This is an optimization exercise on Yosys and OpenROAD, whose aim is small area, a short achievable clock period and few clock cycles per item, not a production implementation.
The RTL was checked by simulation tests, not by an equivalence proof against the original design.
Power is estimated from default activity; no workload was simulated.

[flow/config.mk]
export PLATFORM = sky130hd
export DESIGN_NAME = unsigned_nonrestoring
export DESIGN_NICKNAME = unsigned_nonrestoring
export VERILOG_FILES = /design/flow/design.v
export SDC_FILE = /design/flow/constraint.sdc
export NUM_CORES = 4
export LEC_CHECK = 0
export ABC_AREA = 1
export CAP_MARGIN = 20
export CORE_MARGIN = 2
export CORE_UTILIZATION = 40
export CTS_BUF_LIST = sky130_fd_sc_hd__clkbuf_8
export SETUP_SLACK_MARGIN = 3.5
export SLEW_MARGIN = 20
[flow/flow/run.sh]
#!/bin/bash
# The standard layout, with the port buffers made from the smallest plain buffer
# (buf_1) instead of the cell buffer_ports picks by itself.
set -euo pipefail
bash standard.sh 'BUFFER_PORTS_ARGS=-buffer_cell sky130_fd_sc_hd__buf_1' finish > make.log 2>&1
[flow/standard.sh]
#!/bin/bash
# synth_recipe.tcl (not shown) runs the flow's synth.tcl, then flattens the netlist and writes it again
# the make line also repeats each setting of config.mk as NAME=value (left out here)
make -C /OpenROAD-flow-scripts/flow DESIGN_CONFIG=/design/flow/config.mk WORK_HOME=/design/flow/orfs CLKGATE_MAP_FILE= SYNTH_SCRIPT=/design/flow/synth_recipe.tcl "${@:-finish}"
[flow/constraint.sdc]
create_clock -name core_clock -period 6.0 [get_ports {clk}]
set_input_delay 1.2000 -clock core_clock [delete_from_list [all_inputs] [get_ports {clk}]]
set_output_delay 1.2000 -clock core_clock [all_outputs]
set_load 0.01 [all_outputs]
[flow/design.v]
module unsigned_nonrestoring #(
    parameter int WIDTH = 32
) (
    input logic go,
    input logic[WIDTH-1:0] divisor,
    input logic[WIDTH-1:0] dividend,
    input logic clk, rst,
    output logic done,
    output logic[WIDTH-1:0] quotient,
    output logic[WIDTH-1:0] remainder,
    output logic divide_by_zero
);
logic align_R, iter_R, done_R, dbz_R;
logic [4:0] cnt_R;
logic [31:0] Q_R, R_R, B_R;
logic [5:0] lza_R, lzb_R;
assign done = done_R;
assign divide_by_zero = dbz_R;
assign quotient = Q_R;
assign remainder = R_R;
function automatic logic [5:0] lzc32(input logic [31:0] x);
    logic [15:0] v1; logic [15:0] c1;
    logic [7:0] v2; logic [1:0] c2 [8];
    logic [3:0] v3; logic [2:0] c3 [4];
    logic [1:0] v4; logic [3:0] c4 [2];
    for (int i = 0; i < 16; i++) begin
        v1[i] = x[2*i+1] | x[2*i];
        c1[i] = ~x[2*i+1];
    end
    for (int i = 0; i < 8; i++) begin
        v2[i] = v1[2*i+1] | v1[2*i];
        c2[i] = v1[2*i+1] ? {1'b0, c1[2*i+1]} : {1'b1, c1[2*i]};
    end
    for (int i = 0; i < 4; i++) begin
        v3[i] = v2[2*i+1] | v2[2*i];
        c3[i] = v2[2*i+1] ? {1'b0, c2[2*i+1]} : {1'b1, c2[2*i]};
    end
    for (int i = 0; i < 2; i++) begin
        v4[i] = v3[2*i+1] | v3[2*i];
        c4[i] = v3[2*i+1] ? {1'b0, c3[2*i+1]} : {1'b1, c3[2*i]};
    end
    if (v4[1]) lzc32 = {2'b00, c4[1]};
    else if (v4[0]) lzc32 = {2'b01, c4[0]};
    else lzc32 = 6'd32;
endfunction
logic [6:0] d;
logic [31:0] bsh;
logic bzero, qzero;
always_comb begin
    d = {1'b0, lzb_R} - {1'b0, lza_R};
    bzero = lzb_R[5];
    qzero = d[6];
    bsh = divisor << d[4:0];
end
logic [32:0] diff;
logic qd;
always_comb begin
    diff = {1'b0, R_R} - {1'b0, B_R};
    qd = R_R >= B_R;
end
always_ff @(posedge clk or posedge rst) begin
    if (rst) begin
        align_R <= 1'b0;
        iter_R <= 1'b0;
        done_R <= 1'b0;
        dbz_R <= 1'b0;
    end else begin
        done_R <= 1'b0;
        if (align_R) begin
            align_R <= 1'b0;
            dbz_R <= bzero;
            if (bzero || qzero) done_R <= 1'b1;
            else iter_R <= 1'b1;
        end else if (iter_R) begin
            if (cnt_R == 5'd0) begin
                iter_R <= 1'b0;
                done_R <= 1'b1;
            end
        end else if (go) begin
            align_R <= 1'b1;
        end
    end
end
always_ff @(posedge clk) begin
    lza_R <= lzc32(dividend);
    lzb_R <= lzc32(divisor);
    if (align_R) begin
        B_R <= bsh;
        Q_R <= '0;
        cnt_R <= d[4:0];
    end else begin
        B_R <= {1'b0, B_R[31:1]};
        Q_R <= {Q_R[30:0], qd};
        cnt_R <= cnt_R - 5'd1;
    end
    if (!align_R && !iter_R) R_R <= dividend;
    else if (iter_R && qd) R_R <= diff[31:0];
end
endmodule
==> results.txt, run 1 <==
* complete, no violations — outcome
* 7 — number of iterations in the first detailed-routing pass
* 0 — Diodes inserted
* 54 — row count
* 6.16 ns — required time of the critical path
* 29.0 mm — Final Routed Wirelength
* 32 — number of flops mapped to enable cells by yosys
* 0 — Setup Viol. Count Final
* 0.43 ns — Max stage delay on crit path
* 36.8% — simple-gate portion of the synthesized area
* 4 — H-tree depth
* 17 — cts bufs inserted
* 9000 µm² — netlist area before placement
* 1420 — cell count after synthesis
* simple AND/OR/NAND/NOR gates — top cell family by delay on the critical path
* 12.9 mm — WL met1
* 0 — number of nets with antenna violations after detailed routing
* 0.09 ns — clock edge transition at the registers on the reported setup and hold paths
* 0 — remaining global-route overflow
* 22000 µm² — standard cell core area
* 0 — DRC violation count after routing
* 8397 — number of global-route vias before repair
* 8.63% — ratio of cells with drive above 1 in the final layout
* 6.34 µm² — Synth Area per Inst
* 44.7 mm — first-pass GRT wire length
* 6.00% — adder and majority gate portion of the synthesized area
* 0 — buffering stage count on the worst path with inverters included
* 24.1% — GR Util All Layers
* 0 — hold bufs inserted after CTS
* 11.7% — share of the synthesized area in compound gates (AO/OA/AOI/OAI)
* 0.415 GHz — top achievable clock speed
* 2 — Clock Tree Buf Depth
* ha_1 > nand2_1 > nor3_1 > nand2_1 > nor2_1 > nand2_1 > nand2_2 > nand2_8 > nand2_8 — ordered list of cells on the worst path
* 29.8% — share of the yosys chip area belonging to registers
* 132 — port bufs
* 1.63 mm — length of routed met3 wiring
* 117 — CTS sink count
* 2.41 ns — crit path time final
* 8 — maximum fanout count along the critical path
* 0.000199 V — Worst IR Drop VDD
* done — CTS tree
* 35.3% — Max-slew headroom
* 0.46 ns — clock insertion delay at the later pin of the skew report
* 0 — number of max-slew violations in the final report
* met4 — top metal layer carrying routed signals
* simple AND/OR/NAND/NOR gates — largest family of logic cells by synthesized area
* 1.45% — parity-gate share of the synthesized area counting xor and xnor cells
* 787 — DR iter-0 viols
* 154 µm — die height
* no — RSZ-0062 raised after global routing
* 0 — antenna violations before repair
* flip-flop — capturing element type of the critical path
* reg2reg — path type of the worst min-delay path
* 0.924 — Routability Congestion
* 41.0% — initial standard-cell utilization of the core
* 15.6 µm — routed length per instance
* sky130_fd_sc_hd__dfxtp_1 — most used flip-flop cell after synthesis
* 63 — largest net degree at the start of global routing
* 133 — # IOs
* 0.959 ns — Slew @ Worst Pin
* 6.21 mW — Power, Total
* sky130_fd_sc_hd__clkbuf_8 — clock root buffer master
* 2.56 ns — data arrival time at the worst-slack endpoint
* 16.4% — Syn-to-layout area delta
* sky130_fd_sc_hd__edfxtp_1 — slowest stage cell, crit path
* 23700 µm² — Total Die Area
* 593 nW/µm² — cell area power density
* 40.2% — final clock period utilization by the worst path
* 5.06 — detail-routed via count per cell
* 0.445% — mux cell area share after synthesis
* 51 — number of distinct library cells after synthesis
* sky130_fd_sc_hd__nand2_1 — cell mode on critical path
* reg2reg — startpoint-to-endpoint class of the critical path
* 1671 — Final nets
* 7 — count of synthesis-stage warnings from yosys
* 22.1 mm — half-perimeter wire length after placement
* 3.42% — Async SR Flop Fraction
* 13.9 mm — Met2 Wirelength
* 117 — flip-flop and latch count after synthesis
* 0.0134 ns — post-route clock skew
* flip-flop — crit start category
* 154 µm — Die Width
* 5.14 nW — leakage power of the design
* 0 — count of endpoints failing hold in the final timing report
* 0 ns — setup TNS
* 9379 — via count of the routed design
* 0 — number of max-cap violations
* 1529 — post-synthesis net count
-- layout by cell type (no fill, tap or decap), types with 11 or more instances in the layout --
cell,Yosys,final
sky130_fd_sc_hd__or2_2,12,12
sky130_fd_sc_hd__nor2_1,111,110
sky130_fd_sc_hd__inv_1,256,253
sky130_fd_sc_hd__clkbuf_8,1,17
sky130_fd_sc_hd__o21ai_0,73,72
sky130_fd_sc_hd__nand3_1,153,151
sky130_fd_sc_hd__o211ai_1,25,25
sky130_fd_sc_hd__nor3_1,12,11
sky130_fd_sc_hd__dfxtp_1,81,81
sky130_fd_sc_hd__ha_1,40,39
sky130_fd_sc_hd__a21oi_1,41,37
sky130_fd_sc_hd__edfxtp_1,32,32
sky130_fd_sc_hd__nand2_1,448,443
sky130_fd_sc_hd__buf_4,3,20
sky130_fd_sc_hd__nand3_2,18,20
sky130_fd_sc_hd__buf_1,2,132
-- flip-flops by register name, summed over array words and instances (netlist names) --
register and cells:
align_R 1, dbz_R 1, cnt_R 5, lza_R 6, Q_R 32, iter_R 1
lzb_R 6, done_R 1, B_R 32, R_R 32
-- power breakdown --
group	switching, mW	total, mW	internal [mW]
Clock	0.414	0.768	0.354
Sequential	0.186	1.41	1.22
Combinational	2.69	4.04	1.35
Total	3.29	6.21	2.92
-- path summary, 6_finish.rpt --
kind	from	endpoint	slack, ns	depth (start not counted)
min in group asynchronous	rst	dbz_R$_DFFE_PP0P_	0.58	2
max reg2reg	R_R[28]$_DFFE_PP_	R_R[28]$_DFFE_PP_	3.59	9
min reg2reg	Q_R[26]$_SDFF_PP0_	Q_R[27]$_SDFF_PP0_	0.42	2
max	R_R[28]$_DFFE_PP_	R_R[28]$_DFFE_PP_	3.59	9
max in group asynchronous	rst	align_R$_DFF_PP0_	5.25	2
min	Q_R[26]$_SDFF_PP0_	Q_R[27]$_SDFF_PP0_	0.42	2
-- routing by layer --
| layer | up-vias | track usage [%] |
|---|---|---|
| met4 | 0 | 6.01 |
| met5 | - | 0 |
| li1 | 4810 | - |
| met1 | 4213 | 31.7 |
| met2 | 312 | 41.1 |
| met3 | 44 | 4.09 |
-- tightest hold or removal path, delay by kind of cell, from the launching register on --
family	cells	cell delay [ns]
buffers and inverters	1	0.04
flip-flops	1	0.32
AND/OR/NAND/NOR	1	0.03
-- cell type report --
cell class / count / area (µm²)
clock inverters: 15 / 184
repair buffers: 157 / 733
clock buffers: 17 / 234
repair inverters: 1 / 7.51
fillers: 2316 / 11500
inverters: 260 / 1000
flip-flops and latches: 117 / 2680
multi-input cells: 1008 / 5280
well taps: 280 / 350
-- metrics by stage --
stage / hold slack [ns] / instance area (µm²) / instances / setup WS, ns / utilization [%]
floorplan: 0.431 / 9010 / 1420 / 3.64 / -
CTS: 0.425 / 10200 / 1838 / 3.51 / 46.5
detailed placement: 0.410 / 9650 / 1798 / 3.17 / 43.9
finish: 0.422 / 10500 / 1855 / 3.59 / 47.7
global placement: 0.407 / 9650 / 1798 / 3.19 / 43.9
global route: 0.443 / 10500 / 1855 / 3.49 / 47.7
-- Yosys cell counts, types with 2 or more instances --
| library cell | count | area share [%] |
|---|---|---|
| sky130_fd_sc_hd__o221ai_1 | 3 | 0.29 |
| sky130_fd_sc_hd__mux2i_1 | 4 | 0.44 |
| sky130_fd_sc_hd__o211ai_1 | 25 | 2.1 |
| sky130_fd_sc_hd__or2_2 | 12 | 0.83 |
| sky130_fd_sc_hd__o22ai_1 | 7 | 0.49 |
| sky130_fd_sc_hd__nand2_1 | 448 | 19 |
| sky130_fd_sc_hd__o31ai_1 | 3 | 0.25 |
| sky130_fd_sc_hd__ha_1 | 40 | 5.6 |
| sky130_fd_sc_hd__o311ai_0 | 3 | 0.29 |
| sky130_fd_sc_hd__inv_1 | 256 | 11 |
| sky130_fd_sc_hd__nand3_1 | 153 | 8.5 |
| sky130_fd_sc_hd__buf_4 | 3 | 0.25 |
| sky130_fd_sc_hd__buf_1 | 2 | 0.083 |
| sky130_fd_sc_hd__nand3_2 | 18 | 2.0 |
| sky130_fd_sc_hd__dfrtp_1 | 4 | 1.1 |
| sky130_fd_sc_hd__edfxtp_1 | 32 | 11 |
| sky130_fd_sc_hd__buf_2 | 15 | 0.83 |
| sky130_fd_sc_hd__xor2_2 | 2 | 0.36 |
| sky130_fd_sc_hd__o211ai_2 | 2 | 0.28 |
| sky130_fd_sc_hd__nor2_1 | 111 | 4.6 |
| sky130_fd_sc_hd__xnor2_1 | 5 | 0.49 |
| sky130_fd_sc_hd__fa_1 | 2 | 0.44 |
| sky130_fd_sc_hd__o21ai_0 | 73 | 4.1 |
| sky130_fd_sc_hd__inv_2 | 3 | 0.13 |
| sky130_fd_sc_hd__nand3b_1 | 3 | 0.25 |
| sky130_fd_sc_hd__o21bai_1 | 5 | 0.42 |
| sky130_fd_sc_hd__o21ai_2 | 7 | 0.68 |
| sky130_fd_sc_hd__xor2_1 | 3 | 0.29 |
| sky130_fd_sc_hd__dfxtp_1 | 81 | 18 |
| sky130_fd_sc_hd__clkbuf_1 | 12 | 0.50 |
| sky130_fd_sc_hd__nand4_1 | 6 | 0.42 |
| sky130_fd_sc_hd__a21oi_1 | 41 | 2.3 |
| sky130_fd_sc_hd__nor3_1 | 12 | 0.67 |
| sky130_fd_sc_hd__nand2_2 | 3 | 0.21 |
| sky130_fd_sc_hd__buf_6 | 5 | 0.63 |
-- logic make-up after synthesis --
logic type,count (synthesis)
AOI/OAI and AO/OA,176
xor gates and xnor gates,11
and+or+nand+nor,770
adders and majority gates,42
DFF,117
muxes,4
buffers and inverters,300
-- what timing repair did --
action	in CTS	in global routing
cloned	5	2
pin swaps	5	7
setup endpoints to repair	64	64
setup buffers	3	15
resized for setup	15	21
Testbench counts, summed over its fixed seeds: cycles 32,890, divisions 3,200.
==> run 2, diff against run 1 <==
==> flow/config.mk (replaced) <==
export PLATFORM = sky130hd
export DESIGN_NAME = unsigned_nonrestoring
export DESIGN_NICKNAME = unsigned_nonrestoring
export VERILOG_FILES = /design/flow/design.v
export SDC_FILE = /design/flow/constraint.sdc
export NUM_CORES = 4
export LEC_CHECK = 0
export CAP_MARGIN = 20
export CORE_MARGIN = 2
export CORE_UTILIZATION = 40
export SETUP_SLACK_MARGIN = 3.0
export SLEW_MARGIN = 20
==> run 2 against run 1 <==
Compared with the run above: still clean on timing, DRC and antenna; total power decreased by 1.3%; final cell count decreased by 27%; sequential share of layout area increased by 3.0 points; clock skew increased by 0.00062 ns; critical path type unchanged.
==> results.txt, run 2 <==
* 143 µm — die height, was 154 µm
* 132 — port bufs, unchanged
* 0.000329 V — Worst IR Drop VDD, was 0.000199 V
* 3.10 ns — data arrival time at the worst-slack endpoint, was 2.56 ns
* 32 — number of flops mapped to enable cells by yosys, unchanged
* 1886 — total of fill cells in the finished design, was 2316
* 9370 µm² — Design Area, Final, was 10500 µm²
* 20500 µm² — Total Die Area, was 23700 µm²
* sky130_fd_sc_hd__buf_1, sky130_fd_sc_hd__nor2_1, sky130_fd_sc_hd__a21oi_1 — top library cells by usage in the layout, fill and taps aside, was sky130_fd_sc_hd__nand2_1, sky130_fd_sc_hd__inv_1, sky130_fd_sc_hd__nand3_1
* 117 — flip-flop and latch count after synthesis, unchanged
* 3.06 ns — final setup slack of the worst path, was 3.59 ns
* 6949 — number of global-route vias before repair, was 8397
* 4 — H-tree depth, unchanged
* 143 µm — Die Width, was 154 µm
* reg2reg — startpoint-to-endpoint class of the critical path, unchanged
* 0.910 — Routability Congestion, was 0.924
* 0.06 ns — clock edge transition at the registers on the reported setup and hold paths, was 0.09 ns
* 17.3 µm — routed length per instance, was 15.6 µm
* 0 ns — setup TNS, unchanged
* 23.4 mm — Final Routed Wirelength, was 29.0 mm
* 17.6 mm — half-perimeter wire length after placement, was 22.1 mm
* 17 — cts bufs inserted, unchanged
* 3.77 nW — leakage power of the design, was 5.14 nW
* 0 — number of max-slew violations in the final report, unchanged
* 117 — CTS sink count, unchanged
* 0 — number of max-cap violations, unchanged
* 0 — number of nets with antenna violations after detailed routing, unchanged
* done — CTS tree, unchanged
* 0 — DRC violation count after routing, unchanged
* sky130_fd_sc_hd__a21oi_1, sky130_fd_sc_hd__nor2_1, sky130_fd_sc_hd__nand2_1, sky130_fd_sc_hd__dfxtp_1, sky130_fd_sc_hd__inv_1 — most frequent cells after synthesis, was sky130_fd_sc_hd__nand2_1, sky130_fd_sc_hd__inv_1, sky130_fd_sc_hd__nand3_1, sky130_fd_sc_hd__nor2_1, sky130_fd_sc_hd__dfxtp_1
* complete, no violations — outcome, unchanged
* 0 — count of endpoints failing hold in the final timing report, unchanged
* 35.0% — Max-slew headroom, was 35.3%
* 0 — antenna violations before repair, unchanged
* 5 — number of iterations in the first detailed-routing pass, was 7
* 3.42% — Async SR Flop Fraction, unchanged
* sky130_fd_sc_hd__buf_1 — leading cell type in the layout, fill and taps excluded, was sky130_fd_sc_hd__nand2_1
* 0.966 ns — Slew @ Worst Pin, was 0.959 ns
* 2.30 ns — setup slack at placement, was 3.17 ns
* 25 — maximum fanout count along the critical path, was 8
* sky130_fd_sc_hd__dfxtp_1 — largest area contributor in the synthesized netlist, was sky130_fd_sc_hd__nand2_1
* 0 — Diodes inserted, unchanged
* 0.42 ns — clock insertion delay at the later pin of the skew report, was 0.46 ns
* 8.12 µm² — Synth Area per Inst, was 6.34 µm²
* yes — RSZ-0062 raised after global routing, was no
* 0 — remaining global-route overflow, unchanged
* 6.16 ns — required time of the critical path, about the same
* 36.5 mm — first-pass GRT wire length, was 44.7 mm
* 8500 µm² — cell area after placement, was 9650 µm²
* flip-flop — crit start category, unchanged
* 2680 µm² — area taken by flip-flops and latches, unchanged
* 1187 — Final nets, was 1671
* 7417 — via count of the routed design, was 9379
* 133 — # IOs, unchanged
* 9.62% — ratio of cells with drive above 1 in the final layout, was 8.63%
* 1308 — Placed Instances, was 1798
* B_R: 32 flops, Q_R: 32 flops, R_R: 32 flops — registers with the most flip-flops, unchanged
* 0 — Setup Viol. Count Final, unchanged
* 20.9% — Syn-to-layout area delta, was 16.4%
* sky130_fd_sc_hd__dfxtp_1 — most used flip-flop cell after synthesis, unchanged
* 18800 µm² — standard cell core area, was 22000 µm²
* 0 — hold bufs inserted after CTS, unchanged
* 7750 µm² — netlist area before placement, was 9000 µm²
* 23.1% — GR Util All Layers, was 24.1%
* 41.2% — initial standard-cell utilization of the core, was 41.0%
* 954 — cell count after synthesis, was 1420
* reg2reg — path type of the worst min-delay path, unchanged
* 7 — count of synthesis-stage warnings from yosys, unchanged
* 49.0% — final clock period utilization by the worst path, was 40.2%
* 0.340 GHz — top achievable clock speed, was 0.415 GHz
* 50 — row count, was 54
* 62 — number of distinct library cells after synthesis, was 51
* 2 — Clock Tree Buf Depth, unchanged
* 5.49 — detail-routed via count per cell, was 5.06
* 1351 — Post-Layout Cell Count, was 1855
* sky130_fd_sc_hd__dfxtp_1, sky130_fd_sc_hd__edfxtp_1, sky130_fd_sc_hd__a21oi_1 — ranking of synthesized cells by area, was sky130_fd_sc_hd__nand2_1, sky130_fd_sc_hd__dfxtp_1, sky130_fd_sc_hd__edfxtp_1
* 2.94 ns — crit path time final, was 2.41 ns
* 0.0141 ns — post-route clock skew, was 0.0134 ns
* 654 nW/µm² — cell area power density, was 593 nW/µm²
* 562 — DR iter-0 viols, was 787
* 66 — largest net degree at the start of global routing, was 63
* 1063 — post-synthesis net count, was 1529
* 34.6% — share of the yosys chip area belonging to registers, was 29.8%
* 4840 µm² — area of the multi-input gates, was 5280 µm²
* flip-flop — capturing element type of the critical path, unchanged
* 20.9% — Yosys top cell area share, was 18.7%
* sky130_fd_sc_hd__clkbuf_16 — clock root buffer master, was sky130_fd_sc_hd__clkbuf_8
* 6.13 mW — Power, Total, was 6.21 mW
-- run 2: cell types whose count changed in the layout (fill, tap and decap cells not counted), sizes merged, moves of 18 or more --
cell    change
nand2     -372
inv       -192
nand3     -156
a21oi      +62
nor2b      +38
a211oi     +29
mux2i      +27
o21ai      -26
o211ai     -21
a21o       +18
-- run 2: kinds of logic (layout without fill, tap and decap cells) --
kind of cell             count (synthesis)  after routing  synth area share (%)
AO/OA/AOI/OAI                          293            293                  23.9
XOR/XNOR                                33             33                  3.73
adder cells (fa/ha/maj)                 42             42                  6.97
buffers and inverters                  110            247                  5.50
flip-flops                             117            117                  34.6
multiplexers                            42             42                  5.89
AND/OR/NAND/NOR                        317            317                  19.4
-- run 2: repair_timing --
item	in CTS	in global routing
gates cloned	1	0
setup buffers	4	6
resized for setup	14	19
endpoints found under the setup margin	55	64
pin swaps	4	9
-- run 2: through the flow --
stage | utilization [%] | hold slack, ns
floorplan | - | 0.435
global placement | 45.1 | 0.440
detailed placement | 45.1 | 0.450
CTS | 49.0 | 0.463
global route | 49.8 | 0.470
finish | 49.8 | 0.461
-- run 2: worst paths after layout --
check	start	to	slack [ns]	depth (start not counted)
max	R_R[0]$_DFFE_PP_	R_R[13]$_DFFE_PP_	3.06	12
min	Q_R[0]$_SDFF_PP0_	Q_R[1]$_SDFF_PP0_	0.46	1
max reg2reg	R_R[0]$_DFFE_PP_	R_R[13]$_DFFE_PP_	3.06	12
min reg2reg	Q_R[0]$_SDFF_PP0_	Q_R[1]$_SDFF_PP0_	0.46	1
max in group asynchronous	rst	align_R$_DFF_PP0_	5.21	2
min in group asynchronous	rst	dbz_R$_DFFE_PP0P_	0.63	2
-- run 2: where the power goes --
group	total (mW)	switching [mW]	internal (mW)
combinational	3.57	2.15	1.42
clock	1.07	0.440	0.632
sequential	1.49	0.193	1.30
total	6.13	2.78	3.35
-- run 2: layout make-up --
type                       instances  area share, %
clock inverter                    15           1.96
timing repair buffer             150           7.04
tap                              260           3.47
sequential                       117           28.6
multi-input combinational        727           51.7
clock buffer                      17           4.54
timing repair inverter             1         0.0801
inverter                          64           2.60
-- run 2: critical path, stage by stage (launching register included) --
cell and delay (ns):
sky130_fd_sc_hd__edfxtp_1 0.38, sky130_fd_sc_hd__inv_1 0.07, sky130_fd_sc_hd__ha_2 0.19, sky130_fd_sc_hd__fa_2 0.22
sky130_fd_sc_hd__inv_1 0.05, sky130_fd_sc_hd__a21o_1 0.16, sky130_fd_sc_hd__a221o_2 0.41, sky130_fd_sc_hd__a31oi_4 0.25
sky130_fd_sc_hd__o221ai_4 0.18, sky130_fd_sc_hd__o2111ai_2 0.23, sky130_fd_sc_hd__and3_4 0.23, sky130_fd_sc_hd__mux2i_4 0.08
sky130_fd_sc_hd__buf_12 0.21
-- run 2: metal layers --
metal	GRT usage (%)	wire, µm	up-vias
li1	-	-	3685
met1	32.4	11200	3443
met2	36.3	10400	259
met3	4.16	1390	30
met4	6.46	476	0
met5	0	0	-
==> run 3, diff against run 2 <==
--- a/flow/design.v
+++ b/flow/design.v
@@ -52,11 +52,37 @@
     qzero = d[6];
     bsh = divisor << d[4:0];
 end
+function automatic logic ge32(input logic [31:0] x, input logic [31:0] y);
+    logic [31:0] g0, e0;
+    logic [15:0] g1, e1;
+    logic [7:0] g2, e2;
+    logic [3:0] g3, e3;
+    logic [1:0] g4, e4;
+    g0 = x & ~y;
+    e0 = ~(x ^ y);
+    for (int i = 0; i < 16; i++) begin
+        g1[i] = g0[2*i+1] | (e0[2*i+1] & g0[2*i]);
+        e1[i] = e0[2*i+1] & e0[2*i];
+    end
+    for (int i = 0; i < 8; i++) begin
+        g2[i] = g1[2*i+1] | (e1[2*i+1] & g1[2*i]);
+        e2[i] = e1[2*i+1] & e1[2*i];
+    end
+    for (int i = 0; i < 4; i++) begin
+        g3[i] = g2[2*i+1] | (e2[2*i+1] & g2[2*i]);
+        e3[i] = e2[2*i+1] & e2[2*i];
+    end
+    for (int i = 0; i < 2; i++) begin
+        g4[i] = g3[2*i+1] | (e3[2*i+1] & g3[2*i]);
+        e4[i] = e3[2*i+1] & e3[2*i];
+    end
+    ge32 = g4[1] | (e4[1] & (g4[0] | e4[0]));
+endfunction
 logic [32:0] diff;
 logic qd;
 always_comb begin
     diff = {1'b0, R_R} - {1'b0, B_R};
-    qd = R_R >= B_R;
+    qd = ge32(R_R, B_R);
 end
 always_ff @(posedge clk or posedge rst) begin
     if (rst) begin
--- a/flow/config.mk
+++ b/flow/config.mk
@@ -8,5 +8,6 @@
 export CAP_MARGIN = 20
 export CORE_MARGIN = 2
 export CORE_UTILIZATION = 40
+export CTS_BUF_LIST = sky130_fd_sc_hd__clkbuf_8
 export SETUP_SLACK_MARGIN = 3.0
 export SLEW_MARGIN = 20
==> run 3 against run 2 <==
Compared with the run above: first-iteration DRC count is 6.0% lower; clock-buffer cell count is the same; maximum frequency up 1.6%; sequential share of layout area shrank 0.38 points; critical path depth shrank 2; flip-flop and latch count unchanged; combinational power is 7.0% higher.
==> results.txt, run 3 <==
* sky130_fd_sc_hd__nor2_1 — count leader, synth
* 0.000246 V — Worst IR Drop VDD, was 0.000329 V
* reg2reg — path type of the worst min-delay path, unchanged
* reg2reg — startpoint-to-endpoint class of the critical path, unchanged
* 133 — # IOs, unchanged
* 9.26% — mux cell area share after synthesis, was 5.89%
* 2.79% — parity-gate share of the synthesized area counting xor and xnor cells, was 3.73%
* sky130_fd_sc_hd__dfxtp_1 — largest area contributor in the synthesized netlist, unchanged
* 18.6 mm — half-perimeter wire length after placement, was 17.6 mm
* done — CTS tree, unchanged
* 0.08 ns — clock edge transition at the registers on the reported setup and hold paths, was 0.06 ns
* 35.9% — Max-slew headroom, was 35.0%
* 0 — number of nets with antenna violations after detailed routing, unchanged
* 147 µm — die height, was 143 µm
* no — RSZ-0062 raised after global routing, was yes
* 0 — Diodes inserted, unchanged
* 2.83 mW — total net switching power, was 2.78 mW
* sky130_fd_sc_hd__dfxtp_1, sky130_fd_sc_hd__edfxtp_1, sky130_fd_sc_hd__ha_1 — ranking of synthesized cells by area, was sky130_fd_sc_hd__dfxtp_1, sky130_fd_sc_hd__edfxtp_1, sky130_fd_sc_hd__a21oi_1
* 24.6% — relative contribution of sequential cells to total power, was 24.4%
* 2.25 ns — setup slack at placement, was 2.30 ns
* 10.1% — ratio of cells with drive above 1 in the final layout, was 9.62%
* 2100 — total of fill cells in the finished design, was 1886
* 12.1% — proportion of power drawn by the clock network, was 17.5%
* sky130_fd_sc_hd__nor2_1, sky130_fd_sc_hd__nand2_1, sky130_fd_sc_hd__a21oi_1, sky130_fd_sc_hd__dfxtp_1, sky130_fd_sc_hd__inv_1 — most frequent cells after synthesis, was sky130_fd_sc_hd__a21oi_1, sky130_fd_sc_hd__nor2_1, sky130_fd_sc_hd__nand2_1, sky130_fd_sc_hd__dfxtp_1, sky130_fd_sc_hd__inv_1
* 22.2% — GR Util All Layers, was 23.1%
* 4 — H-tree depth, unchanged
* 16.2% — Syn-to-layout area delta, was 20.9%
* 52 — row count, was 50
* sky130_fd_sc_hd__clkbuf_8 — clock root buffer master, was sky130_fd_sc_hd__clkbuf_16
* 0.0127 ns — post-route clock skew, was 0.0141 ns
* sky130_fd_sc_hd__dfxtp_1 — most used flip-flop cell after synthesis, unchanged
* 20.6% — simple-gate portion of the synthesized area, was 19.4%
* 1229 — Final nets, was 1187
* 32.8% — share of the yosys chip area belonging to registers, was 34.6%
* 0 — antenna violations before repair, unchanged
* 7053 — number of global-route vias before repair, was 6949
* 63.3% — part of the power in combinational logic, was 58.1%
* 2.89 ns — crit path time final, was 2.94 ns
* 74 — number of distinct library cells after synthesis, was 62
* 0.968 — Routability Congestion, was 0.910
* 46.9% — Switching Fraction, was 45.3%
* 3.42% — Async SR Flop Fraction, unchanged
* 3.21 mW — internal power, was 3.35 mW
* flip-flop — capturing element type of the critical path, unchanged
* 21600 µm² — Total Die Area, was 20500 µm²
* 0.346 GHz — top achievable clock speed, was 0.340 GHz
* sky130_fd_sc_hd__buf_1 — leading cell type in the layout, fill and taps excluded, unchanged
* 528 — DR iter-0 viols, was 562
* 147 µm — Die Width, was 143 µm
* flip-flop — crit start category, unchanged
* 24.2 mm — Final Routed Wirelength, was 23.4 mm
* complete, no violations — outcome, unchanged
* 3.11 ns — final setup slack of the worst path, was 3.06 ns
* 2 — Clock Tree Buf Depth, unchanged
* 0 — hold bufs inserted after CTS, unchanged
* 48.2% — final clock period utilization by the worst path, was 49.0%
* 20200 µm² — standard cell core area, was 18800 µm²
* 117 — flip-flop and latch count after synthesis, unchanged
* 3.24 ns — data arrival time at the worst-slack endpoint, was 3.10 ns
* 32 — number of flops mapped to enable cells by yosys, unchanged
* 1105 — post-synthesis net count, was 1063
* 38.0 mm — first-pass GRT wire length, was 36.5 mm
* B_R: 32 flops, Q_R: 32 flops, R_R: 32 flops — registers with the most flip-flops, unchanged
* 3.81 nW — leakage power of the design, was 3.77 nW
* 0 — DRC violation count after routing, unchanged
* 0.962 ns — Slew @ Worst Pin, was 0.966 ns
* sky130_fd_sc_hd__buf_1, sky130_fd_sc_hd__nor2_1, sky130_fd_sc_hd__nand2_1 — top library cells by usage in the layout, fill and taps aside, was sky130_fd_sc_hd__buf_1, sky130_fd_sc_hd__nor2_1, sky130_fd_sc_hd__a21oi_1
* 5 — maximum fanout count along the critical path, was 25
* 0 ns — setup TNS, unchanged
* 19.8% — Yosys top cell area share, was 20.9%
* 0 — count of endpoints failing hold in the final timing report, unchanged
* 6.77% — adder and majority gate portion of the synthesized area, was 6.97%
* 0 — Setup Viol. Count Final, unchanged
* 0 — remaining global-route overflow, unchanged
* 5 — number of iterations in the first detailed-routing pass, unchanged
* 1359 — Placed Instances, was 1308
* 17.3 µm — routed length per instance, about the same
* compound AO/OA/AOI/OAI gates — largest family of logic cells by synthesized area, unchanged
* 636 nW/µm² — cell area power density, was 654 nW/µm²
* 0.46 ns — clock insertion delay at the later pin of the skew report, was 0.42 ns
* 8170 µm² — netlist area before placement, was 7750 µm²
* 7 — count of synthesis-stage warnings from yosys, unchanged
* 1402 — Post-Layout Cell Count, was 1351
* 117 — CTS sink count, unchanged
* 8.21 µm² — Synth Area per Inst, was 8.12 µm²
* 132 — port bufs, unchanged
* 94 — largest net degree at the start of global routing, was 66
* 40.5% — initial standard-cell utilization of the core, was 41.2%
* 5.53 — detail-routed via count per cell, was 5.49
* 22.3% — share of the synthesized area in compound gates (AO/OA/AOI/OAI), was 23.9%
* 6.35 ns — required time of the critical path, was 6.16 ns
* 0 — number of max-cap violations, unchanged
* 0 — number of max-slew violations in the final report, unchanged
* 17 — cts bufs inserted, unchanged
* 7759 — via count of the routed design, was 7417
* 995 — cell count after synthesis, was 954
[run 3: cell count changes after synthesis, moves of 8 or more]
cell                       before  now
sky130_fd_sc_hd__nand2_1       84   98
sky130_fd_sc_hd__a21oi_1      103   89
sky130_fd_sc_hd__mux2i_1       31   43
sky130_fd_sc_hd__mux4_2         2   10
sky130_fd_sc_hd__a211oi_1      27   18
[run 3: power groups by stage]
stage	registers (mW)	clock network [mW]	logic (mW)
4_1_cts	1.49	0.750	3.69
2_1_floorplan	1.56	0	2.61
6_report	1.49	0.733	3.82
3_3_place_gp	1.50	0	3.54
3_5_place_dp	1.51	0	3.65
5_1_grt	1.53	0.779	4.21
[run 3: logic make-up after synthesis]
family	count (synthesis)
flops	117
buf+inv	109
fa+ha+maj	43
simple gates	352
xor+xnor	26
compound gates	286
mux	62
[run 3: timing repair]
item | 4_1_cts | 5_1_grt
resized for setup | 5 | 16
setup endpoints to repair | 56 | 45
setup buffers | 6 | 4
cloned | 1 | 0
pin swaps | 2 | 1
endpoints found under the hold margin | 0 | 0
[run 3: per-layer routing]
metal  track usage, %  part of all wire [%]  wire (µm)  vias to the layer above
met5                0                     0          0                        -
met4             6.11                   1.2        302                        0
met3             3.20                   4.8       1170                       24
met2             35.1                    46      11000                      232
met1             31.9                    48      11700                     3664
li1                 -                     -          -                     3839
[run 3: critical path, cell delays in order, from the launching register on]
cell and delay [ns]:
sky130_fd_sc_hd__dfxtp_1 0.44, sky130_fd_sc_hd__ha_4 0.16, sky130_fd_sc_hd__inv_1 0.05, sky130_fd_sc_hd__fa_2 0.59, sky130_fd_sc_hd__buf_4 0.13, sky130_fd_sc_hd__mux4_2 0.50, sky130_fd_sc_hd__nand2_1 0.08, sky130_fd_sc_hd__o21ai_0 0.23
sky130_fd_sc_hd__mux2i_2 0.29, sky130_fd_sc_hd__nand2_1 0.09, sky130_fd_sc_hd__a31o_2 0.23
[run 3: final cells by class]
| class | count | area (µm²) | area share (%) |
|---|---|---|---|
| multi-input combinational | 769 | 5160 | 54.4 |
| sequential | 117 | 2680 | 28.3 |
| timing repair buffer | 151 | 676 | 7.11 |
| tap | 270 | 338 | 3.56 |
| inverter | 62 | 236 | 2.49 |
| clock buffer | 17 | 234 | 2.46 |
| clock inverter | 15 | 158 | 1.66 |
| timing repair inverter | 1 | 7.51 | 0.0791 |
[run 3: final timing paths]
kind                                        start                end  slack, ns  cells past startpoint
worst max-delay path             lza_R[0]$_DFF_P_    B_R[28]$_DFF_P_       3.11                     10
worst min-delay path            Q_R[1]$_SDFF_PP0_  Q_R[2]$_SDFF_PP0_       0.46                      1
worst max register to register   lza_R[0]$_DFF_P_    B_R[28]$_DFF_P_       3.11                     10
worst min register to register  Q_R[1]$_SDFF_PP0_  Q_R[2]$_SDFF_PP0_       0.46                      1
max in group asynchronous                     rst  align_R$_DFF_PP0_       5.25                      2
min in group asynchronous                     rst   done_R$_DFF_PP0_       0.59                      2
[run 3: through the flow]
stage / utilization, % / cell area, µm² / hold WS (ns) / power [mW]
after floorplan: - / 8180 / 0.431 / 4.16
after detailed placement: 44.3 / 8930 / 0.451 / 5.15
after global routing: 47.1 / 9500 / 0.477 / 6.52
final: 47.1 / 9500 / 0.462 / 6.04
after CTS: 46.6 / 9400 / 0.461 / 5.93
after global placement: 44.0 / 8880 / 0.442 / 5.04
Testbench counts of run 3, summed over its fixed seeds: cycles 32,890, divisions 3,200.
==> run 4, diff against run 3 <==
--- a/flow/config.mk
+++ b/flow/config.mk
@@ -9,5 +9,5 @@
 export CORE_MARGIN = 2
 export CORE_UTILIZATION = 40
 export CTS_BUF_LIST = sky130_fd_sc_hd__clkbuf_8
-export SETUP_SLACK_MARGIN = 3.0
+export SETUP_SLACK_MARGIN = 3.25
 export SLEW_MARGIN = 20
==> run 4 against run 3 <==
Compared with the run above: critical path type unchanged; die area is the same; clock skew shrank 0.0050 ns; global-route usage down 0.24 points; still clean on timing, DRC and antenna; maximum frequency grew 4.6%.
==> results.txt, run 4 <==
* 0 — count of endpoints failing hold in the final timing report, unchanged
* 3.42% — Async SR Flop Fraction, unchanged
* 95 — largest net degree at the start of global routing, was 94
* 19.8% — Syn-to-layout area delta, was 16.2%
* 5.49 — detail-routed via count per cell, was 5.53
* 46.6% — Switching Fraction, was 46.9%
* 32.8% — share of the yosys chip area belonging to registers, unchanged
* 147 µm — die height, unchanged
* 46.1% — final clock period utilization by the worst path, was 48.2%
* 30.9% — global routing usage on met1, was 31.9%
* 0 — Setup Viol. Count Final, unchanged
* 34.1% — met2 track demand over resource, was 35.1%
* 2.93 mW — total net switching power, was 2.83 mW
* 132 — port bufs, unchanged
* 0 — Diodes inserted, unchanged
* 117 — flip-flop and latch count after synthesis, unchanged
* 8.21 µm² — Synth Area per Inst, unchanged
* B_R: 32 flops, Q_R: 32 flops, R_R: 32 flops — registers with the most flip-flops, unchanged
* sky130_fd_sc_hd__dfxtp_1 — most used flip-flop cell after synthesis, unchanged
* sky130_fd_sc_hd__nor2_1 — count leader, synth, unchanged
* 8920 µm² — cell area after placement, was 8930 µm²
* 74 — number of distinct library cells after synthesis, unchanged
* yes — RSZ-0062 raised after global routing, was no
* 0.08 ns — clock edge transition at the registers on the reported setup and hold paths, about the same
* 521 — DR iter-0 viols, was 528
* 7053 — number of global-route vias before repair, unchanged
* 7 — count of synthesis-stage warnings from yosys, unchanged
* 0 — number of max-cap violations, unchanged
* 24.3 mm — Final Routed Wirelength, was 24.2 mm
* 0.000257 V — Worst IR Drop VDD, was 0.000246 V
* 17 — cts bufs inserted, unchanged
* met2 — most utilized layer in the global route result, unchanged
* flip-flop — capturing element type of the critical path, unchanged
* sky130_fd_sc_hd__nor2_1, sky130_fd_sc_hd__nand2_1, sky130_fd_sc_hd__a21oi_1, sky130_fd_sc_hd__dfxtp_1, sky130_fd_sc_hd__inv_1 — most frequent cells after synthesis, unchanged
* 2.94 ns — data arrival time at the worst-slack endpoint, was 3.24 ns
* 21600 µm² — Total Die Area, unchanged
* 0 — DRC violation count after routing, unchanged
* 1242 — Final nets, was 1229
* flip-flop — crit start category, unchanged
* 3.36 mW — internal power, was 3.21 mW
* done — CTS tree, unchanged
* 2.77 ns — crit path time final, was 2.89 ns
* 8170 µm² — netlist area before placement, unchanged
* 0.361 GHz — top achievable clock speed, was 0.346 GHz
* 0.951 — Routability Congestion, was 0.968
* 995 — cell count after synthesis, unchanged
* 4 — H-tree depth, unchanged
* 133 — # IOs, unchanged
* ha_1 > a21oi_1 > nor2_1 > o41ai_2 > a311oi_1 > a221oi_2 > mux2i_1 > o311ai_0 — ordered list of cells on the worst path, was ha_4 > inv_1 > fa_2 > buf_4 > mux4_2 > nand2_1 > o21ai_0 > mux2i_2 > nand2_1 > a31o_2
* 1105 — post-synthesis net count, unchanged
* 20200 µm² — standard cell core area, unchanged
* reg2reg — path type of the worst min-delay path, unchanged
* 9780 µm² — Design Area, Final, was 9500 µm²
* 0 — number of nets with antenna violations after detailed routing, unchanged
* complete, no violations — outcome, unchanged
* 37.5 mm — first-pass GRT wire length, was 38.0 mm
* 0.904 ns — Slew @ Worst Pin, was 0.962 ns
* 0 ns — setup TNS, unchanged
* 0.45 ns — clock insertion delay at the later pin of the skew report, was 0.46 ns
* sky130_fd_sc_hd__dfxtp_1 — largest area contributor in the synthesized netlist, unchanged
* 0.00767 ns — post-route clock skew, was 0.0127 ns
* reg2reg — startpoint-to-endpoint class of the critical path, unchanged
* compound AO/OA/AOI/OAI gates — top cell family by delay on the critical path, was multiplexers
* sky130_fd_sc_hd__buf_1 — leading cell type in the layout, fill and taps excluded, unchanged
* 6.29 mW — Power, Total, was 6.04 mW
* 52 — row count, unchanged
* 22.0% — GR Util All Layers, was 22.2%
* 17.2 µm — routed length per instance, was 17.3 µm
* 147 µm — Die Width, unchanged
* sky130_fd_sc_hd__clkbuf_8 — clock root buffer master, unchanged
* 643 nW/µm² — cell area power density, was 636 nW/µm²
* 39.7% — Max-slew headroom, was 35.9%
* 48.5% — final core utilization, was 47.1%
* 19.8% — Yosys top cell area share, unchanged
* 18.3 mm — half-perimeter wire length after placement, was 18.6 mm
* 13.9% — ratio of cells with drive above 1 in the final layout, was 10.1%
* 32 — number of flops mapped to enable cells by yosys, unchanged
* 4.10% — GR met3 Demand/Resource, was 3.20%
* sky130_fd_sc_hd__dfxtp_1, sky130_fd_sc_hd__edfxtp_1, sky130_fd_sc_hd__ha_1 — ranking of synthesized cells by area, unchanged
* 0 — number of max-slew violations in the final report, unchanged
* 0 — remaining global-route overflow, unchanged
* 0.458 ns — hold slack, was 0.462 ns
* 6.17 ns — required time of the critical path, was 6.35 ns
* sky130_fd_sc_hd__buf_1, sky130_fd_sc_hd__nor2_1, sky130_fd_sc_hd__nand2_1 — top library cells by usage in the layout, fill and taps aside, unchanged
* 117 — CTS sink count, unchanged
* 0.43 ns — Max stage delay on crit path, was 0.59 ns
* 7768 — via count of the routed design, was 7759
* 0 — antenna violations before repair, unchanged
* 0 — buffering stage count on the worst path with inverters included, was 2
* 3.86 nW — leakage power of the design, was 3.81 nW
* 0 — hold bufs inserted after CTS, unchanged
* 65.2% — part of the power in combinational logic, was 63.3%
* 11.0% — proportion of power drawn by the clock network, was 12.1%
* 5 — number of iterations in the first detailed-routing pass, unchanged
* 6 — maximum fanout count along the critical path, was 5
* 23.9% — relative contribution of sequential cells to total power, was 24.6%
* sky130_fd_sc_hd__ha_1 — slowest stage cell, crit path, was sky130_fd_sc_hd__fa_2
* 2 — Clock Tree Buf Depth, unchanged
* 40.5% — initial standard-cell utilization of the core, unchanged
## run 4: layout make-up
type / count / area (µm²)
Fill cell: 2011 / 10400
Multi-Input combinational cell: 769 / 5330
Sequential cell: 117 / 2690
Timing Repair Buffer: 164 / 813
Tap cell: 270 / 338
Inverter: 62 / 236
Clock buffer: 17 / 234
Clock inverter: 15 / 131
Timing Repair inverter: 1 / 7.51
## run 4: path summary, 6_finish.rpt
check / from / endpoint / slack [ns] / cells past startpoint
hold / removal: Q_R[27]$_SDFF_PP0_ / Q_R[28]$_SDFF_PP0_ / 0.46 / 1
hold reg to reg: Q_R[27]$_SDFF_PP0_ / Q_R[28]$_SDFF_PP0_ / 0.46 / 1
setup / recovery: R_R[12]$_DFFE_PP_ / R_R[31]$_DFFE_PP_ / 3.23 / 8
max in group asynchronous: rst / align_R$_DFF_PP0_ / 5.24 / 2
setup reg to reg: R_R[12]$_DFFE_PP_ / R_R[31]$_DFFE_PP_ / 3.23 / 8
min in group asynchronous: rst / dbz_R$_DFFE_PP0P_ / 0.59 / 2
## run 4: metal layers
layer  wire length (µm)  vias up
li1                   -     3872
met1              11200     3596
met2              11000      259
met3               1520       41
met4                511        0
met5                  0        -
## run 4: power groups by stage
| stage | clock network, mW | registers [mW] | logic (mW) |
|---|---|---|---|
| after detailed placement | 0 | 1.51 | 3.60 |
| after CTS | 0.702 | 1.49 | 3.76 |
| final | 0.689 | 1.50 | 4.10 |
| after floorplan | 0 | 1.56 | 2.65 |
| after global routing | 0.740 | 1.54 | 4.50 |
| after global placement | 0 | 1.50 | 3.53 |
## run 4: what timing repair did
action / 4_1_cts / 5_1_grt
endpoints found under the setup margin: 71 / 65
buffers inserted: 11 / 11
endpoints found under the hold margin: 0 / 0
cloned: 1 / 2
gates resized for setup: 24 / 48
pin swaps: 3 / 20
## run 4: stage by stage
stage	setup WS [ns]	std cells
global placement	2.30	1357
finish	3.23	1415
CTS	3.21	1402
detailed placement	2.24	1358
floorplan	3.25	995
global route	3.20	1415
## run 4: cells by family (layout without fill, tap and decap cells)
family	Yosys count	in the layout	share of synthesized area, %
AO/OA/AOI/OAI	286	286	22.3
XOR/XNOR	26	26	2.79
adder cells (fa/ha/maj)	43	43	6.77
buffers and inverters	109	259	5.42
flip-flops	117	117	32.8
multiplexers	62	62	9.26
AND/OR/NAND/NOR	352	352	20.6
## run 4: worst reg2reg max path: stages, from the launching register on
cell and delay, ns:
sky130_fd_sc_hd__edfxtp_1 0.42, sky130_fd_sc_hd__ha_1 0.43, sky130_fd_sc_hd__a21oi_1 0.33, sky130_fd_sc_hd__nor2_1 0.11
sky130_fd_sc_hd__o41ai_2 0.41, sky130_fd_sc_hd__a311oi_1 0.20, sky130_fd_sc_hd__a221oi_2 0.25, sky130_fd_sc_hd__mux2i_1 0.20
sky130_fd_sc_hd__o311ai_0 0.14
==> run 5, diff against run 4 <==
--- a/flow/config.mk
+++ b/flow/config.mk
@@ -5,6 +5,7 @@
 export SDC_FILE = /design/flow/constraint.sdc
 export NUM_CORES = 4
 export LEC_CHECK = 0
+export ABC_AREA = 1
 export CAP_MARGIN = 20
 export CORE_MARGIN = 2
 export CORE_UTILIZATION = 40
==> run 5 against run 4 <==
Compared with the run above: combinational power down 8.3%; routed wire length is 11% higher; non-clock buffer count decreased by 22; largest power group unchanged; synthesized area grew 8.0%.
==> results.txt, run 5 <==
* complete, no violations — outcome, unchanged
* 702 — DR iter-0 viols, was 521
* sky130_fd_sc_hd__dfxtp_1 — most used flip-flop cell after synthesis, unchanged
* 0.45 ns — clock insertion delay at the later pin of the skew report, about the same
* no — RSZ-0062 raised after global routing, was yes
* 55.4% — Max-slew headroom, was 39.7%
* 27.0 mm — Final Routed Wirelength, was 24.3 mm
* 8820 µm² — netlist area before placement, was 8170 µm²
* 0.661 ns — Slew @ Worst Pin, was 0.904 ns
* 23300 µm² — Total Die Area, was 21600 µm²
* 0.0154 ns — post-route clock skew, was 0.00767 ns
* 117 — CTS sink count, unchanged
* flip-flop — crit start category, unchanged
* 43.3 mm — first-pass GRT wire length, was 37.5 mm
* 5 — number of iterations in the first detailed-routing pass, unchanged
* 0 — remaining global-route overflow, unchanged
* 2405 — total of fill cells in the finished design, was 2011
* sky130_fd_sc_hd__nand2_1 — leading cell type in the layout, fill and taps excluded, was sky130_fd_sc_hd__buf_1
* 21.9 mm — half-perimeter wire length after placement, was 18.3 mm
* 41 — number of distinct library cells after synthesis, was 74
* 0 — number of max-cap violations, unchanged
* 0 — antenna violations before repair, unchanged
* B_R[19]$_DFF_P_ — R2R Path End, was R_R[31]$_DFFE_PP_
* 2 — Clock Tree Buf Depth, unchanged
* 5.92 mW — Power, Total, was 6.29 mW
* sky130_fd_sc_hd__nand2_1 — count leader, synth, was sky130_fd_sc_hd__nor2_1
* 14.6 µm — routed length per instance, was 17.2 µm
* 2.86 mW — internal power, was 3.36 mW
* 4 — H-tree depth, unchanged
* done — CTS tree, unchanged
* 3.05 mW — total net switching power, was 2.93 mW
* reg2reg — startpoint-to-endpoint class of the critical path, unchanged
* 23.3% — GR Util All Layers, was 22.0%
* 0.915 — Routability Congestion, was 0.951
* 1852 — Post-Layout Cell Count, was 1415
* 17 — cts bufs inserted, unchanged
* 7 — count of synthesis-stage warnings from yosys, unchanged
* sky130_fd_sc_hd__clkbuf_8 — clock root buffer master, unchanged
* 0 — DRC violation count after routing, unchanged
* 1817 — Placed Instances, was 1358
* 34 — maximum fanout count along the critical path, was 6
* B_R: 32 flops, Q_R: 32 flops, R_R: 32 flops — registers with the most flip-flops, unchanged
* 8568 — number of global-route vias before repair, was 7053
* 54 — row count, was 52
* 0.08 ns — clock edge transition at the registers on the reported setup and hold paths, about the same
* flip-flop — capturing element type of the critical path, unchanged
* 0.000198 V — Worst IR Drop VDD, was 0.000257 V
* 14 — length in cells of the worst reg-to-reg path, was 8
* 153 µm — Die Width, was 147 µm
* 0 — number of nets with antenna violations after detailed routing, unchanged
* 0 — count of endpoints failing hold in the final timing report, unchanged
* 40.6% — initial standard-cell utilization of the core, was 40.5%
* 5.00 nW — leakage power of the design, was 3.86 nW
* 1439 — cell count after synthesis, was 995
* sky130_fd_sc_hd__nand2_1, sky130_fd_sc_hd__inv_1, sky130_fd_sc_hd__nand3_1 — top library cells by usage in the layout, fill and taps aside, was sky130_fd_sc_hd__buf_1, sky130_fd_sc_hd__nor2_1, sky130_fd_sc_hd__nand2_1
* 594 nW/µm² — cell area power density, was 643 nW/µm²
* 153 µm — die height, was 147 µm
* sky130_fd_sc_hd__nand2_1 — largest area contributor in the synthesized netlist, was sky130_fd_sc_hd__dfxtp_1
* 0 — Setup Viol. Count Final, unchanged
* 2.55 ns — crit path time final, was 2.77 ns
* 2.89 ns — data arrival time at the worst-slack endpoint, was 2.94 ns
* 1669 — Final nets, was 1242
* 6.13 µm² — Synth Area per Inst, was 8.21 µm²
* 0 — hold bufs inserted after CTS, unchanged
* 133 — # IOs, unchanged
* 4.98 — detail-routed via count per cell, was 5.49
* sky130_fd_sc_hd__nand2_1, sky130_fd_sc_hd__inv_1, sky130_fd_sc_hd__nand3_1, sky130_fd_sc_hd__nor2_1, sky130_fd_sc_hd__dfxtp_1 — most frequent cells after synthesis, was sky130_fd_sc_hd__nor2_1, sky130_fd_sc_hd__nand2_1, sky130_fd_sc_hd__a21oi_1, sky130_fd_sc_hd__dfxtp_1, sky130_fd_sc_hd__inv_1
* 51.6% — Switching Fraction, was 46.6%
* 0 — Diodes inserted, unchanged
* 3.42% — Async SR Flop Fraction, unchanged
* 30.4% — share of the yosys chip area belonging to registers, was 32.8%
* 0.392 GHz — top achievable clock speed, was 0.361 GHz
* 12.9% — Syn-to-layout area delta, was 19.8%
* 3.45 ns — register-to-register setup slack, was 3.23 ns
* Q_R[11]$_SDFF_PP0_ — Hold Crit Endpoint, was Q_R[28]$_SDFF_PP0_
* 24.9% — relative contribution of sequential cells to total power, was 23.9%
* 2 — number of cells on the worst hold path, was 1
* 32 — number of flops mapped to enable cells by yosys, unchanged
* 11.6% — proportion of power drawn by the clock network, was 11.0%
* 3.45 ns — final setup slack of the worst path, was 3.23 ns
* lzb_R[0]$_DFF_P_ — reg-to-reg startpoint, was R_R[12]$_DFFE_PP_
* 0 — number of max-slew violations in the final report, unchanged
* 63.5% — part of the power in combinational logic, was 65.2%
* 117 — flip-flop and latch count after synthesis, unchanged
* 9227 — via count of the routed design, was 7768
* 6.34 ns — required time of the critical path, was 6.17 ns
* reg2reg — path type of the worst min-delay path, unchanged
* 21800 µm² — standard cell core area, was 20200 µm²
* 4.45% — ratio of cells with drive above 1 in the final layout, was 13.9%
* 42.5% — final clock period utilization by the worst path, was 46.1%
* 19.6% — Yosys top cell area share, was 19.8%
* 0 ns — setup TNS, unchanged
* 62 — largest net degree at the start of global routing, was 95
* 132 — port bufs, unchanged
* 1549 — post-synthesis net count, was 1105
* 3.02 ns — setup slack at placement, was 2.24 ns
* sky130_fd_sc_hd__nand2_1, sky130_fd_sc_hd__dfxtp_1, sky130_fd_sc_hd__inv_1 — ranking of synthesized cells by area, was sky130_fd_sc_hd__dfxtp_1, sky130_fd_sc_hd__edfxtp_1, sky130_fd_sc_hd__ha_1
* Q_R[10]$_SDFF_PP0_ — hold path startpoint, was Q_R[27]$_SDFF_PP0_
[run 5: worst max-delay path by stage]
| stage | start | end | cells past startpoint | slack (ns) |
|---|---|---|---|---|
| CTS | lzb_R[0]$_DFF_P_ | B_R[28]$_DFF_P_ | 11 | 3.30 |
| global route | R_R[9]$_DFFE_PP_ | R_R[8]$_DFFE_PP_ | 12 | 3.26 |
| finish | lzb_R[0]$_DFF_P_ | B_R[19]$_DFF_P_ | 14 | 3.45 |
| global placement | align_R$_DFF_PP0_ | R_R[5]$_DFFE_PP_ | 4 | 3.09 |
| floorplan | R_R[14]$_DFFE_PP_ | R_R[0]$_DFFE_PP_ | 11 | 3.40 |
| detailed placement | align_R$_DFF_PP0_ | R_R[3]$_DFFE_PP_ | 4 | 3.02 |
[run 5: cells by family (layout without fill, tap and decap cells)]
kind of cell,after synthesis,count (layout),synth area share (%)
buffers and inverters,303,436,13.2
adder cells (fa/ha/maj),43,43,6.27
AND/OR/NAND/NOR,784,784,36.8
flip-flops,117,117,30.4
AO/OA/AOI/OAI,175,175,11.3
multiplexers,5,5,0.567
XOR/XNOR,12,12,1.36
[run 5: power by group through the flow]
| stage | clock (mW) | combinational [mW] | sequential, mW |
|---|---|---|---|
| 2_1_floorplan | 0 | 2.67 | 1.50 |
| 3_3_place_gp | 0 | 3.65 | 1.48 |
| 3_5_place_dp | 0 | 3.69 | 1.49 |
| 4_1_cts | 0.695 | 3.71 | 1.48 |
| 5_1_grt | 0.735 | 4.29 | 1.51 |
| 6_report | 0.686 | 3.76 | 1.47 |
[run 5: layout make-up]
class	instances	area (µm²)	share of cell area (%)
repair inverters	1	7.51	0.0754
clock inverters	15	133	1.33
multi-input cells	1019	4980	50.0
repair buffers	142	583	5.85
clock buffers	17	234	2.35
inverters	261	986	9.90
flip-flops and latches	117	2690	27.0
well taps	280	350	3.52
[run 5: worst max-delay path, cell delays in order, from the launching register on]
cell,delay (ns)
sky130_fd_sc_hd__dfxtp_1,0.30
sky130_fd_sc_hd__inv_1,0.05
sky130_fd_sc_hd__ha_1,0.13
sky130_fd_sc_hd__inv_1,0.06
sky130_fd_sc_hd__fa_1,0.47
sky130_fd_sc_hd__buf_4,0.34
sky130_fd_sc_hd__clkinvlp_4,0.16
sky130_fd_sc_hd__buf_4,0.20
sky130_fd_sc_hd__or2_1,0.25
sky130_fd_sc_hd__nand3_1,0.10
sky130_fd_sc_hd__inv_1,0.05
sky130_fd_sc_hd__nand2_1,0.11
sky130_fd_sc_hd__nor2_1,0.06
sky130_fd_sc_hd__a21oi_1,0.11
sky130_fd_sc_hd__nand2_1,0.05
[run 5: stage by stage]
stage	hold slack, ns	cell area [µm²]	utilization, %
2_1_floorplan	0.431	8820	-
3_3_place_gp	0.407	9540	43.9
3_5_place_dp	0.413	9540	43.9
4_1_cts	0.426	9930	45.6
5_1_grt	0.443	9960	45.8
6_report	0.423	9960	45.8
[run 5: timing repair]
action,4_1_cts,5_1_grt
setup buffers,0,2
resized for setup,3,7
gates cloned,1,0
setup endpoints to repair,25,53
[run 5: routing by layer]
layer / GRT usage (%) / up-vias / part of all wire [%]
met4: 7.58 / 0 / 2.6
li1: - / 4794 / -
met1: 30.4 / 4135 / 46
met2: 39.7 / 253 / 47
met3: 3.21 / 45 / 4.2
met5: 0 / - / 0
==> run 6, diff against run 5 <==
--- a/flow/config.mk
+++ b/flow/config.mk
@@ -10,5 +10,5 @@
 export CORE_MARGIN = 2
 export CORE_UTILIZATION = 40
 export CTS_BUF_LIST = sky130_fd_sc_hd__clkbuf_8
-export SETUP_SLACK_MARGIN = 3.25
+export SETUP_SLACK_MARGIN = 3.0
 export SLEW_MARGIN = 20
==> run 6 against run 5 <==
Compared with the run above: still clean; critical path depth decreased by 3; register-to-register slack lost 0.19 ns; largest cell class unchanged; sequential power barely moved; global-route usage shrank 0.11 points; design area decreased by 0.34%; synthesized area is the same; final cell count decreased by 0.11%; synthesized cell count unchanged; die area did not move; sequential share of layout area is 0.067 points higher; routed wire length is 0.36% higher; clock skew rose by 0.0017 ns; critical path type unchanged.
==> results.txt, run 6 <==
* 0.08 ns — clock edge transition at the registers on the reported setup and hold paths, about the same
* 2.74 ns — crit path time final, was 2.55 ns
* 133 — # IOs, unchanged
* 0.45 ns — clock insertion delay at the later pin of the skew report, about the same
* flip-flop — capturing element type of the critical path, unchanged
* 6.36 ns — required time of the critical path, was 6.34 ns
* 132 — port bufs, unchanged
* sky130_fd_sc_hd__nand2_1, sky130_fd_sc_hd__inv_1, sky130_fd_sc_hd__nand3_1 — top library cells by usage in the layout, fill and taps aside, unchanged
* 595 nW/µm² — cell area power density, was 594 nW/µm²
* 19.6% — Yosys top cell area share, unchanged
* 0.422 ns — hold slack, was 0.423 ns
* sky130_fd_sc_hd__dfxtp_1 — most used flip-flop cell after synthesis, unchanged
* 27.1 mm — Final Routed Wirelength, was 27.0 mm
* 45.6% — final core utilization, was 45.8%
* 4.99 — detail-routed via count per cell, was 4.98
* 0 — number of nets with antenna violations after detailed routing, unchanged
* Q_R[11]$_SDFF_PP0_ — Hold Crit Endpoint, unchanged
* complete, no violations — outcome, unchanged
* no — RSZ-0062 raised after global routing, unchanged
* 11 — length in cells of the worst reg-to-reg path, was 14
* 687 — DR iter-0 viols, was 702
* 2 — Clock Tree Buf Depth, unchanged
* sky130_fd_sc_hd__nand2_1 — largest area contributor in the synthesized netlist, unchanged
* 4.27% — ratio of cells with drive above 1 in the final layout, was 4.45%
* 117 — flip-flop and latch count after synthesis, unchanged
* 0.915 — Routability Congestion, unchanged
* 2 — number of cells on the worst hold path, unchanged
* 23300 µm² — Total Die Area, unchanged
* 9930 µm² — Design Area, Final, was 9960 µm²
* 3.42% — Async SR Flop Fraction, unchanged
* 0 — count of endpoints failing hold in the final timing report, unchanged
* 43.1 mm — first-pass GRT wire length, was 43.3 mm
* 12.5% — Syn-to-layout area delta, was 12.9%
* done — CTS tree, unchanged
* 3.26 ns — register-to-register setup slack, was 3.45 ns
* reg2reg — startpoint-to-endpoint class of the critical path, unchanged
* sky130_fd_sc_hd__clkbuf_8 — clock root buffer master, unchanged
* 9540 µm² — cell area after placement, unchanged
* 0.000187 V — Worst IR Drop VDD, was 0.000198 V
* 6.13 µm² — Synth Area per Inst, unchanged
* 8546 — number of global-route vias before repair, was 8568
* sky130_fd_sc_hd__nand2_1 — count leader, synth, unchanged
* 29.0% — Max-slew headroom, was 55.4%
* 30.4% — share of the yosys chip area belonging to registers, unchanged
* flip-flop — crit start category, unchanged
* 23.1% — GR Util All Layers, was 23.3%
* 0 — setup repair bufs after CTS, unchanged
* 117 — CTS sink count, unchanged
* reg2reg — path type of the worst min-delay path, unchanged
* B_R: 32 flops, Q_R: 32 flops, R_R: 32 flops — registers with the most flip-flops, unchanged
* 6 — number of iterations in the first detailed-routing pass, was 5
* 0 — Setup Viol. Count Final, unchanged
* 3.10 ns — data arrival time at the worst-slack endpoint, was 2.89 ns
* 153 µm — Die Width, unchanged
* 4 — H-tree depth, unchanged
* B_R[13]$_DFF_P_ — R2R Path End, was B_R[19]$_DFF_P_
* 1667 — Final nets, was 1669
* 0 ns — setup TNS, unchanged
* sky130_fd_sc_hd__nand2_1 — leading cell type in the layout, fill and taps excluded, unchanged
* 40.6% — initial standard-cell utilization of the core, unchanged
* 17 — cts bufs inserted, unchanged
* 0 — number of max-cap violations, unchanged
* 8820 µm² — netlist area before placement, unchanged
* 41 — number of distinct library cells after synthesis, unchanged
* lzb_R[0]$_DFF_P_ — reg-to-reg startpoint, unchanged
* 0 — DRC violation count after routing, unchanged
* 14.6 µm — routed length per instance, about the same
* 62 — largest net degree at the start of global routing, unchanged
* sky130_fd_sc_hd__nand2_1, sky130_fd_sc_hd__dfxtp_1, sky130_fd_sc_hd__inv_1 — ranking of synthesized cells by area, unchanged
* 21.9 mm — half-perimeter wire length after placement, unchanged
* 3.02 ns — setup slack at placement, unchanged
* 45.6% — final clock period utilization by the worst path, was 42.5%
* 0 — remaining global-route overflow, unchanged
* 21800 µm² — standard cell core area, unchanged
* 4.98 nW — leakage power of the design, was 5.00 nW
* 0 — Diodes inserted, unchanged
* 1.06 ns — Slew @ Worst Pin, was 0.661 ns
* 9224 — via count of the routed design, was 9227
* sky130_fd_sc_hd__nand2_1, sky130_fd_sc_hd__inv_1, sky130_fd_sc_hd__nand3_1, sky130_fd_sc_hd__nor2_1, sky130_fd_sc_hd__dfxtp_1 — most frequent cells after synthesis, unchanged
* 7 — count of synthesis-stage warnings from yosys, unchanged
* 0.365 GHz — top achievable clock speed, was 0.392 GHz
* 54 — row count, unchanged
* 32 — number of flops mapped to enable cells by yosys, unchanged
* 0 — antenna violations before repair, unchanged
* 0.0172 ns — post-route clock skew, was 0.0154 ns
* 0 — number of max-slew violations in the final report, unchanged
* 34 — maximum fanout count along the critical path, unchanged
* 1439 — cell count after synthesis, unchanged
* Q_R[10]$_SDFF_PP0_ — hold path startpoint, unchanged
* 1549 — post-synthesis net count, unchanged
* 3.26 ns — final setup slack of the worst path, was 3.45 ns
* 153 µm — die height, unchanged
==> run 6: cell count changes in the layout (fill, tap and decap cells not counted), sizes merged <==
cell / previous run / this run
buf: 142 / 140
==> run 6: where the power goes <==
group          switching [mW]  internal, mW  leakage, nW
Sequential              0.207          1.27         1.04
Clock                   0.361         0.329        0.188
Combinational            2.49          1.25         3.76
==> run 6: timing repair <==
item	CTS	global route
resized for setup	0	3
endpoints found under the setup margin	0	25
hold buffers	0	0
==> run 6: cells by family (layout without fill, tap and decap cells) <==
group,after synthesis,count (layout),synth area share [%]
AND/OR/NAND/NOR,784,784,36.8
AO/OA/AOI/OAI,175,175,11.3
adder cells (fa/ha/maj),43,43,6.27
XOR/XNOR,12,12,1.36
buffers and inverters,303,434,13.2
multiplexers,5,5,0.567
flip-flops,117,117,30.4
==> run 6: worst max-delay path by stage <==
stage | slack, ns | endpoint | cells past startpoint | from
after floorplan | 3.40 | R_R[0]$_DFFE_PP_ | 11 | R_R[14]$_DFFE_PP_
after global placement | 3.09 | R_R[5]$_DFFE_PP_ | 4 | align_R$_DFF_PP0_
after detailed placement | 3.02 | R_R[3]$_DFFE_PP_ | 4 | align_R$_DFF_PP0_
after CTS | 3.00 | R_R[8]$_DFFE_PP_ | 4 | align_R$_DFF_PP0_
after global routing | 3.02 | B_R[24]$_DFF_P_ | 11 | lzb_R[0]$_DFF_P_
final | 3.26 | B_R[13]$_DFF_P_ | 11 | lzb_R[0]$_DFF_P_
==> run 6: worst max-delay path: stages, from the launching register on <==
cell and delay, ns:
sky130_fd_sc_hd__dfxtp_1 0.30, sky130_fd_sc_hd__inv_1 0.05, sky130_fd_sc_hd__ha_1 0.13, sky130_fd_sc_hd__inv_1 0.06
sky130_fd_sc_hd__fa_1 0.47, sky130_fd_sc_hd__buf_4 0.33, sky130_fd_sc_hd__clkinvlp_2 0.55, sky130_fd_sc_hd__nand2_1 0.24
sky130_fd_sc_hd__nand3_1 0.12, sky130_fd_sc_hd__o211ai_1 0.19, sky130_fd_sc_hd__nand3_1 0.11, sky130_fd_sc_hd__o21ai_0 0.10
==> run 6: cell type report <==
cell class / instances / area, µm²
inverter: 261 / 983
fill: 2411 / 11800
multi-input combinational: 1019 / 4980
timing repair buffer: 140 / 559
clock inverter: 15 / 133
timing repair inverter: 1 / 5.00
clock buffer: 17 / 234
sequential: 117 / 2680
tap: 280 / 350
==> run 6: stage by stage <==
step                std cells  power (mW)
finish                   1850        5.91
detailed placement       1817        5.18
CTS                      1849        5.88
global placement         1817        5.14
global route             1850        6.51
floorplan                1439        4.17
==> run 6: layer usage <==
| metal | GRT usage [%] | part of all wire [%] |
|---|---|---|
| met3 | 3.21 | 4.3 |
| met5 | 0 | 0 |
| met1 | 30.3 | 46 |
| met4 | 7.58 | 2.4 |
| met2 | 39.6 | 47 |

[static timing again, ports no longer ideal]
How much do the figures lean on ideal ports? The routed layouts below were timed once more, with nothing changed but the port constraints. Step 1 assumes that a clkbuf_16 drives the clock port and a buf_2 every other input. Step 2 also shifts input and output timing later by t, the mid clock arrival at the registers, as if the neighbouring blocks saw the same clock. Three values: ideal ports, drivers, drivers and shift; two values: the first two.
run	t, ns	setup WS [ns]	worst setup path at the end	worst register clock-pin slew, ns	worst data-port slew with drivers (ns)
run 1	0.494	3.591 / 3.591 / 3.254	input to register	0.09 / 0.09	0.04
run 2	0.456	3.060 / 3.060 / 2.669	input to register	0.07 / 0.07	0.04
run 3	0.492	3.106 / 3.106 / 2.859	input to register	0.08 / 0.08	0.04
run 4	0.488	3.232 / 3.232 / 2.933	input to register	0.08 / 0.08	0.04
run 5	0.483	3.448 / 3.448 / 3.244	input to register	0.08 / 0.08	0.06
run 6	0.484	3.261 / 3.261 / 3.250	input to register	0.08 / 0.08	0.06
After both steps setup and hold are still met in every run listed. For run 2, which loses most, drivers alone change the setup slack by 0.000 ns; drivers and shift together by -0.391 ns.
